From an optimization exercise on the open Yosys and OpenROAD flow, aimed at small area and a short achievable clock period; shortcuts taken in it are not production practice. The RTL was checked by simulation tests, not by an equivalence proof against the original design.

Design tv80s, start of the top module:
module tv80s ( 
  m1_n, mreq_n, iorq_n, rd_n, wr_n, rfsh_n, halt_n, busak_n, A, dout, 
  reset_n, clk, wait_n, int_n, nmi_n, busrq_n, di
  );
  parameter Mode = 0;     
  parameter T2Write = 1;  
  parameter IOWait  = 1;  
  input         reset_n; 
  input         clk; 
  input         wait_n; 
  input         int_n; 
  input         nmi_n; 
  input         busrq_n; 
  output        m1_n; 
  output        mreq_n; 
  output        iorq_n; 
  output        rd_n; 
  output        wr_n; 
  output        rfsh_n; 
  output        halt_n; 
  output        busak_n; 
  output [15:0] A;
  input [7:0]   di;
  output [7:0]  dout;
  reg           mreq_n; 
  reg           iorq_n; 
  reg           rd_n; 
  reg           wr_n; 
  wire          cen;
  wire          intcycle_n;
  wire          no_read;
  wire          write;
  wire          iorq;
  reg [7:0]     di_reg;
  wire [6:0]    mcycle;
  wire [6:0]    tstate;
  assign    cen = 1;
  tv80_core #(Mode, IOWait) i_tv80_core
    (
     .cen (cen),
     .m1_n (m1_n),
     .iorq (iorq),
     .no_read (no_read),
     .write (write),
     .rfsh_n (rfsh_n),
     .halt_n (halt_n),
     .wait_n (wait_n),
     .int_n (int_n),
     .nmi_n (nmi_n),
     .reset_n (reset_n),
     .busrq_n (busrq_n),
     .busak_n (busak_n),
     .clk (clk),
     .IntE (),
     .stop (),
     .A (A),
     .dinst (di),
     .di (di_reg),
     .dout (dout),
     .mc (mcycle),
     .ts (tstate),
     .intcycle_n (intcycle_n)
     );  
  always @(posedge clk or negedge reset_n)
    begin
      if (!reset_n)
        begin
          rd_n   <= #1 1'b1;
          wr_n   <= #1 1'b1;
          iorq_n <= #1 1'b1;
          mreq_n <= #1 1'b1;
          di_reg <= #1 0;
        end
      else
        begin
          rd_n <= #1 1'b1;
          wr_n <= #1 1'b1;
          iorq_n <= #1 1'b1;
          mreq_n <= #1 1'b1;
          if (mcycle[0])
            begin
              if (tstate[1] || (tstate[2] && wait_n == 1'b0))
                begin
                  rd_n <= #1 ~ intcycle_n;
                  mreq_n <= #1 ~ intcycle_n;
                  iorq_n <= #1 intcycle_n;
                end
            end  
  ...
Size: about 4,300 cells after synthesis, roughly 46 I/O pins, about 36,000 um^2 of cells after synthesis.
export LEC_CHECK = 0
export CAP_MARGIN = 20
export CORE_MARGIN = 2
export CORE_UTILIZATION = 40
export SETUP_SLACK_MARGIN = 5.0
export SLEW_MARGIN = 20
create_clock -name core_clock -period 10.5 [get_ports {clk}]
standard.sh (not shown) runs the stock make flow with config.mk's settings and CLKGATE_MAP_FILE= SYNTH_SCRIPT=/design/flow/synth_recipe.tcl, a recipe that flattens the netlist after the stock synthesis.
==> flow/flow/run.sh <==
#!/bin/bash
# The standard layout (standard.sh: the standard flow's synthesis, floorplan, placement,
# CTS, routing), with two changes to how the resizer may work:
#  - MATCH_CELL_FOOTPRINT=0 lets repair_timing swap a cell for any
#    equivalent cell of another footprint when it upsizes;
#  - the ports are buffered with buf_2 cells instead of delay buffers.
# make's full output goes to make.log here; ORFS keeps each step's log
# under orfs/logs/.
set -uo pipefail
bash standard.sh MATCH_CELL_FOOTPRINT=0 "BUFFER_PORTS_ARGS=-buffer_cell sky130_fd_sc_hd__buf_2" finish > make.log 2>&1
status=$?
tail -20 make.log
exit $status
The starting point ran to the end with no violations.
Then changed:
==> flow/flow/run.sh (replaced) <==
#!/bin/bash
set -uo pipefail
bash standard.sh MATCH_CELL_FOOTPRINT=0 SETUP_SLACK_MARGIN=5.6 "BUFFER_PORTS_ARGS=-buffer_cell sky130_fd_sc_hd__buf_2" finish > make.log 2>&1
status=$?
tail -20 make.log
exit $status
- CTS_CLUSTER_DIAMETER: unset -> 80
- CTS_CLUSTER_SIZE: unset -> 20
Setup slack gets better by 0.40 ns.
Hold slack improves by 0.0037 ns.
Count of clock-buffer cells in the layout shrinks by 20.
Then changed:
- CTS_CLUSTER_DIAMETER: 80 -> unset
- CTS_CLUSTER_SIZE: 20 -> unset
Result: The new run went through all stages and came out clean; sequential cell count does not change; sequential share of layout area went down by 0.14 points; die area does not change; final area went up by 0.47%; utilization went up by 0.22 points.
Then changed:
- CTS_CLUSTER_DIAMETER: unset -> 100
- CTS_CLUSTER_SIZE: unset -> 16
The new run completed with no timing, DRC or antenna violations.
Final cell count fell slightly.
Utilization goes down by 0.56 points.
Flip-flop and latch count does not change.
Setup slack got worse by 0.0036 ns.
Wire length barely changes.
Worst hold slack got worse by 0.038 ns.
Cell area goes down slightly.
Via count went down slightly.

========
north:
tv80s, a different RTL version from the one above (not shown whole).
Size in the first run: about 450 flip-flops, ~46 I/O pins, about 37,000 um2 of cells after synthesis.
// tv80s
module tv80s ( 
  m1_n, mreq_n, iorq_n, rd_n, wr_n, rfsh_n, halt_n, busak_n, A, dout, 
  reset_n, clk, wait_n, int_n, nmi_n, busrq_n, di
  );
clock: 10.5 ns
lec_check: 0
cap_margin: 20
core_margin: 2
core_utilization: 40
setup_slack_margin: 4.2
slew_margin: 20
run.sh (not shown) runs the stock make flow with config.mk's settings and CLKGATE_MAP_FILE= SYNTH_SCRIPT=/design/flow/synth_recipe.tcl, a recipe that flattens the netlist after the stock synthesis.
Stock flow here: none of the scripts above is used.
Per the final summary, north finished and its layout is clean on timing, DRC and antenna.
Input-level comparison between south and north:
- a deleted SETUP_SLACK_MARGIN that had been 4.2
[summary]
- From north to south the numbers moved as follows: non-clock buffer share of cell area fell by 0.19 points; sequential cell area share stayed essentially flat; smallest setup slack after layout fell by 0.77 ns; register-to-register slack fell by 0.77 ns.

========
tv80s, a different RTL version from the one above (not shown whole).
For scale: roughly 4,700 cells after synthesis, ~450 flip-flops.
clock: 10.5 ns
lec_check: 0
cap_margin: 20
core_margin: 2
core_utilization: 40
slew_margin: 20
The starting point completed without violations.
Then changed:
- SETUP_SLACK_MARGIN: unset -> 3.0
What happened:
- The new run finished clean
- die area stays the same
- final cell count does not change
- cell area is unchanged
- routed wire length does not change
- count of clock-buffer cells in the layout stays the same
- worst hold slack stays the same

what the ideal ports hide:
The results above use ideal ports. As a check the final layouts listed here were re-extracted and re-timed, cells and wires unchanged.
Step 1: set_driving_cell puts a clkbuf_16 on clk and a buf_2 on each other input, an assumption about the parent block.
Step 2 times the ports against the registers' clock, not the clock port: input delays grow and output delays shrink by t, the midpoint of the rising clock arrivals with the driver on.
a / b / c = no drivers / after step 1 / after step 2; a / b = the first two.
run	t, ns	setup WS [ns]	worst hold slack (ns)	worst setup path at the end	slew at the worst register clock pin (ns)
the first run of note 1	0.722	5.002 / 5.002 / 4.366	0.471 / 0.471 / 0.471	input to register	0.07 / 0.07
the second run of note 1	0.672	5.404 / 5.404 / 4.966	0.475 / 0.475 / 0.475	input to register	0.09 / 0.09
the third run of note 1	0.712	5.393 / 5.393 / 4.825	0.466 / 0.466 / 0.466	input to register	0.07 / 0.07
the fourth run of note 1	0.668	5.389 / 5.389 / 4.929	0.428 / 0.428 / 0.428	input to register	0.09 / 0.09
north	0.746	4.105 / 4.105 / 3.488	0.474 / 0.474 / 0.474	input to register	0.08 / 0.08
south	0.738	3.330 / 3.330 / 3.012	0.474 / 0.474 / 0.474	input to register	0.08 / 0.08
the first run of note 3	0.709	3.346 / 3.383 / 2.678	0.475 / 0.475 / 0.475	input to register	0.08 / 0.08
the second run of note 3	0.709	3.346 / 3.383 / 2.678	0.475 / 0.475 / 0.475	input to register	0.08 / 0.08
After both steps setup and hold are still met in every run listed.
